From an optimization exercise on the open Yosys and OpenROAD flow, aimed at small area and a short achievable clock period; shortcuts taken in it are not production practice. The RTL was checked by simulation tests, not by an equivalence proof against the original design. Power is estimated from default activity; no workload was simulated.

==> inputs of v34 <==
Design mips_pipeline, start of the top module:
module mips_pipeline(
    input  logic        clk,
    input  logic        reset,
    input  logic        enable,
    output logic [31:0] imem_addr,
    input  logic [31:0] imem_rdata,
    output logic [31:0] dmem_addr,
    output logic [31:0] dmem_wdata,
    output logic        dmem_we,
    output logic        dmem_re,
    input  logic [31:0] dmem_rdata,
    output logic        exception,
    output logic [31:0] epc
    );
Settings: LEC_CHECK=0, CAP_MARGIN=20, CORE_MARGIN=2, CORE_UTILIZATION=40, PLACE_DENSITY=0.6, SLEW_MARGIN=20; clock period 8.0 ns.
run.sh (not shown) runs the stock make flow with config.mk's settings and CLKGATE_MAP_FILE= SYNTH_SCRIPT=/design/flow/synth_recipe.tcl, a recipe that flattens the netlist after the stock synthesis.
==> v6: changes against v34 <==
--- a/flow/design.v
+++ b/flow/design.v
@@ -396,14 +396,15 @@
     logic        d_pred;         
     logic [29:0] d_pc;
     logic        e_beq, e_bne, e_mr, e_mw, e_m2r, e_rw, e_und, e_pred, e_ar;   
     logic        e_sub, e_and, e_or, e_alusrc, e_regdst;
     logic [25:0] e_ins;
     logic [29:0] e_pc;
     logic [31:0] e_a, e_b;
+    logic        e_fam, e_fbm;    
     logic        m_beq, m_bne, m_mr, m_mw, m_m2r, m_rw, m_und, m_ovf, m_pred;   
     logic        m_zero;
     logic [31:0] m_res, m_sd;
     logic [4:0]  m_wr;
     logic [29:0] m_pc;
     logic [15:0] m_imm;
     logic        w_rw, w_und, w_ovf;    
@@ -418,19 +419,23 @@
     assign exception = exc;
     assign epc = {epc_r, 2'b00};
     logic m_isbr, m_taken, mispred;
     assign m_isbr  = m_beq | m_bne;
     assign m_taken = (m_zero & m_beq) | (~m_zero & m_bne);
     assign mispred = m_isbr & (m_pred ^ m_taken);
     logic [29:0] m_alt;
-    assign m_alt = m_pc + 30'd1 + (m_pred ? 30'd0 : {{14{m_imm[15]}}, m_imm});
+    logic [30:0] m_altc;
+    assign m_altc = {m_pc, 1'b1} + {(m_pred ? 30'd0 : {{14{m_imm[15]}}, m_imm}), 1'b1};
+    assign m_alt  = m_altc[30:1];
     assign dmem_addr  = m_res;
     assign dmem_wdata = m_sd;
     assign dmem_we    = enable & m_mw;
     assign dmem_re    = m_mr;
+    logic [31:0] m_wd;
+    assign m_wd = m_m2r ? dmem_rdata : m_res;
     logic [5:0] op, fn;
     logic [4:0] rs, rt;
     assign op = d_instr[31:26];
     assign fn = d_instr[5:0];
     assign rs = d_instr[25:21];
     assign rt = d_instr[20:16];
     logic nop;
@@ -448,50 +453,86 @@
     assign f_sub = (fn == 6'b100010);
     assign f_and = (fn == 6'b100100);
     assign f_or  = (fn == 6'b100101);
     logic id_jump, id_cu, id_acu;
     assign id_jump = ~nop & o_j;
     assign id_cu   = ~nop & ~(o_r | o_lw | o_sw | o_addi | o_beq | o_bne | o_j);
     assign id_acu  = ~nop & o_r & ~(f_add | f_sub | f_and | f_or) & (d_instr != 32'd0);
-    logic [31:0] rd1, rd2;
-    logic        byp1, byp2;
+    logic [4:0] x_wr;
+    logic       x_ok, y_ok;
+    assign x_wr = e_regdst ? e_ins[15:11] : e_ins[20:16];
+    assign x_ok = e_rw & (x_wr != 5'd0);
+    assign y_ok = m_rw & (m_wr != 5'd0);
+    logic [32:0] sel1, sel2;
+    logic        mem1, mem2, byp1, byp2;
+    assign mem1 = y_ok & (m_wr == rs);
+    assign mem2 = y_ok & (m_wr == rt);
     assign byp1 = w_rw & (w_wr == rs) & (w_wr != 5'd0);
     assign byp2 = w_rw & (w_wr == rt) & (w_wr != 5'd0);
+    assign sel1[1:0] = 2'b00;
+    assign sel2[1:0] = 2'b00;
+    genvar gs;
+    generate
+        for (gs = 1; gs < 32; gs++) begin : g_sel
+            assign sel1[gs+1] = rf_v[gs] & (rs == gs);
+            assign sel2[gs+1] = rf_v[gs] & (rt == gs);
+        end
+    endgenerate
+    logic [32:0][31:0] src;
+    assign src[1:0] = '0;
+    assign src[32:2] = rf;
+    logic [10:0][31:0] g1, g2;
+    generate
+        for (gs = 0; gs < 11; gs++) begin : g_aoi
+            mp_aoi222 aoi1(.s(sel1[3*gs+2:3*gs]), .a(src[3*gs]), .b(src[3*gs+1]), .c(src[3*gs+2]), .y(g1[gs]));
+            mp_aoi222 aoi2(.s(sel2[3*gs+2:3*gs]), .a(src[3*gs]), .b(src[3*gs+1]), .c(src[3*gs+2]), .y(g2[gs]));
+        end
+    endgenerate
+    logic [31:0] r1, r2, rd1, rd2;
     always_comb begin
-        logic [31:0] a1, a2;
-        a1 = '0;
-        a2 = '0;
-        for (int i = 1; i < 32; i++) begin
-            a1 = a1 | ({32{rf_v[i] & (rs == i[4:0])}} & rf[i]);
-            a2 = a2 | ({32{rf_v[i] & (rt == i[4:0])}} & rf[i]);
+        r1 = '1;
+        r2 = '1;
+        for (int k = 0; k < 11; k++) begin
+            r1 = r1 & g1[k];
+            r2 = r2 & g2[k];
         end
-        rd1 = byp1 ? w_wd : a1;
-        rd2 = byp2 ? w_wd : a2;
+        r1 = ~r1;
+        r2 = ~r2;
     end
+    assign rd1 = mem1 ? m_wd : byp1 ? w_wd : r1;
+    assign rd2 = mem2 ? m_wd : byp2 ? w_wd : r2;
+    logic at_vec;
+    assign at_vec = (pc == 30'h20000000) | (pc == 30'h20000060);
     logic [31:0] instr_if;
     assign instr_if = (pc == 30'h20000000) ? 32'h08000000 :
                       (pc == 30'h20000060) ? 32'h08200060 :
                       imem_rdata;
     logic [29:0] pc4, tgt;
-    assign pc4 = pc + 30'd1;
-    assign tgt = pc4 + {{14{instr_if[15]}}, instr_if[15:0]};
+    logic [16:0] tlo;
+    logic [13:0] hi_p, hi_m;
+    assign pc4  = pc + 30'd1;
+    mp_add16c add_tgt(.a(pc[15:0]), .b(imem_rdata[15:0]), .s(tlo));
+    assign hi_p = pc[29:16] + 14'd1;
+    assign hi_m = pc[29:16] - 14'd1;
+    assign tgt[15:0] = tlo[15:0];
+    mp_csel #(14) sel_tgt(.c(tlo[16]), .n(imem_rdata[15]), .z(pc[29:16]), .p(hi_p), .m(hi_m), .y(tgt[29:16]));
     logic pred_if;
-    assign pred_if = bp[1] & (instr_if[31:27] == 5'b00010);
+    assign pred_if = bp[1] & (imem_rdata[31:27] == 5'b00010) & ~at_vec;
     logic [29:0] pc_other, pc_next;
     always_comb begin
         if (exc)
             pc_other = w_und ? 30'h20000000 : 30'h20000060;
         else if (id_jump)
             pc_other = {pc4[29:26], d_instr[25:0]};
         else if (mispred)
             pc_other = m_alt;
         else
             pc_other = pc4;
     end
-    assign pc_next = (pred_if & ~exc & ~id_jump & ~mispred) ? tgt : pc_other;
+    mp_mux2 #(30) mux_pc(.s(pred_if & ~exc & ~id_jump & ~mispred), .a(pc_other), .b(tgt), .y(pc_next));
     assign imem_addr = {pc, 2'b00};
     always_ff @(posedge clk) begin
         if (reset)
             pc <= '0;
         else if (enable & ~nop)
             pc <= pc_next;
     end
@@ -546,30 +587,29 @@
             e_or     <= o_r & f_or;
             e_alusrc <= o_lw | o_sw | o_addi;
             e_regdst <= o_r;
             e_ins    <= d_instr[25:0];
             e_pc     <= d_pc;
             e_a      <= rd1;
             e_b      <= rd2;
+            e_fam    <= x_ok & (x_wr == rs);
+            e_fbm    <= x_ok & (x_wr == rt);
         end
     end
     logic [4:0] e_rs, e_rt;
     assign e_rs = e_ins[25:21];
     assign e_rt = e_ins[20:16];
-    logic fa_m, fa_w, fb_m, fb_w;
-    assign fa_m = m_rw & (m_wr != 5'd0) & (m_wr == e_rs);
-    assign fa_w = w_rw & (w_wr != 5'd0) & (w_wr == e_rs);
-    assign fb_m = m_rw & (m_wr != 5'd0) & (m_wr == e_rt);
-    assign fb_w = w_rw & (w_wr != 5'd0) & (w_wr == e_rt);
     logic [31:0] fa, fb, op2, op2x, sum, res;
-    assign fa = fa_m ? m_res : fa_w ? w_wd : e_a;
-    assign fb = fb_m ? m_res : fb_w ? w_wd : e_b;
+    logic [32:0] sumc;
+    assign fa = e_fam ? m_res : e_a;
+    assign fb = e_fbm ? m_res : e_b;
     assign op2  = e_alusrc ? {{16{e_ins[15]}}, e_ins[15:0]} : fb;
     assign op2x = e_sub ? ~op2 : op2;
-    assign sum  = fa + op2x + {31'd0, e_sub};
+    assign sumc = {fa, 1'b1} + {op2x, e_sub};
+    assign sum  = sumc[32:1];
     always_comb begin
         if (e_ar)       res = sum;
         else if (e_and) res = fa & op2;
         else if (e_or)  res = fa | op2;
         else            res = 32'd0;
     end
     logic ovf;
@@ -616,36 +656,72 @@
             w_rw  <= m_rw;
             w_und <= m_und;
             w_ovf <= m_ovf;
         end
     end
     always_ff @(posedge clk) begin
         if (enable) begin
-            w_wd <= m_m2r ? dmem_rdata : m_res;
+            w_wd <= m_wd;
             w_wr <= m_wr;
             w_pc <= m_pc;
         end
     end
     always_ff @(posedge clk) begin
         if (reset)
             epc_r <= '0;
         else if (enable & exc)
             epc_r <= w_pc;
     end
     genvar gi;
     generate
         for (gi = 1; gi < 32; gi++) begin : g_rf
             logic we;
-            assign we = enable & w_rw & (w_wr == gi);
+            assign we = w_rw & (w_wr == gi);
             always_ff @(posedge clk) begin
                 if (we)
                     rf[gi] <= w_wd;
             end
             always_ff @(posedge clk) begin
                 if (reset)
                     rf_v[gi] <= 1'b0;
                 else if (we)
                     rf_v[gi] <= 1'b1;
             end
         end
     endgenerate
 endmodule
+module mp_add16c(
+    input  logic [15:0] a,
+    input  logic [15:0] b,
+    output logic [16:0] s
+    );
+    logic [17:0] t;
+    assign t = {1'b0, a, 1'b1} + {1'b0, b, 1'b1};
+    assign s = t[17:1];
+endmodule
+module mp_csel #(parameter W = 14) (
+    input  logic         c,
+    input  logic         n,
+    input  logic [W-1:0] z,
+    input  logic [W-1:0] p,
+    input  logic [W-1:0] m,
+    output logic [W-1:0] y
+    );
+    assign y = ({W{c == n}} & z) | ({W{c & ~n}} & p) | ({W{~c & n}} & m);
+endmodule
+module mp_mux2 #(parameter W = 32) (
+    input  logic         s,
+    input  logic [W-1:0] a,
+    input  logic [W-1:0] b,
+    output logic [W-1:0] y
+    );
+    assign y = s ? b : a;
+endmodule
+module mp_aoi222(
+    input  logic [2:0]  s,
+    input  logic [31:0] a,
+    input  logic [31:0] b,
+    input  logic [31:0] c,
+    output logic [31:0] y
+    );
+    assign y = ~(({32{s[0]}} & a) | ({32{s[1]}} & b) | ({32{s[2]}} & c));
+endmodule
==> flow/config.mk (replaced) <==
export PLATFORM = sky130hd
export DESIGN_NAME = mips_pipeline
export DESIGN_NICKNAME = mips_pipeline
export VERILOG_FILES = /design/flow/design.v
export SDC_FILE = /design/flow/constraint.sdc
export NUM_CORES = 4
export LEC_CHECK = 0
export CAP_MARGIN = 20
export CORE_MARGIN = 2
export CORE_UTILIZATION = 55
export CTS_BUF_LIST = sky130_fd_sc_hd__clkbuf_8
export CTS_CLUSTER_DIAMETER = 50
export CTS_CLUSTER_SIZE = 20
export PLACE_DENSITY = 0.7
export SETUP_SLACK_MARGIN = 4.3
export SLEW_MARGIN = 20
export SYNTH_HIERARCHICAL = 1
==> qor summary <==
metric                                                                         v34                       v6
Full die area                                                         0.1704 sq mm             0.1250 sq mm
Met3 wire length                                                         48,730 um                35,980 um
Post-cts gate resize count                                                       0                      134
Post-synthesis sequential element count                                      1,475                    1,472
RSZ-0062 raised after global routing                                            no                      yes
Non-clock buffer count in the final layout                                     373                      411
Proportion of power drawn by flip-flops and latches                          0.511                    0.569
Multi-input logic portion of the cell area                                  0.2965                   0.3079
Cell Pwr Density                                                     220.9 mW/mm^2            203.3 mW/mm^2
Clock insertion delay at the later pin of the skew report                  0.85 ns                  0.94 ns
Result of the run                                          complete, no violations  complete, no violations
Pin count of the biggest net entering global routing                            78                      158
Worst setup endpoint                                                        pc[28]                    m_ovf
Switching power total                                                     4.098 mW                 4.138 mW
Worst slew pin tran                                                       1.303 ns                 1.102 ns

static timing again, ports no longer ideal:
In the flow no input, the clock included, has a driving cell. The finished layouts below were timed again as built, in two steps. Step 1, drivers: a clkbuf_16 drives clk and a buf_2 each remaining input, both assumed. Step 2, shift: input delay + t, output delay - t, t = (earliest + latest rising clock arrival at the registers) / 2. This alone moves slack from input paths to output paths. Slacks: no drivers / after step 1 / after step 2; pairs: no drivers / after step 1.
run | t, ns | slack for setup (ns) | worst setup path after step 2 | clock arrival spread, ns | pins driven straight from the clock port
v34 | 0.905 | 1.307 / 1.307 / 1.307 | register to register | 0.065 / 0.065 | 1
v6 | 0.987 | 3.968 / 3.968 / 3.406 | input to register | 0.053 / 0.054 | 1
After both steps setup and hold are still met in every run listed. For v6, which loses most, drivers alone change the setup slack by 0.000 ns; drivers and shift together by -0.562 ns.
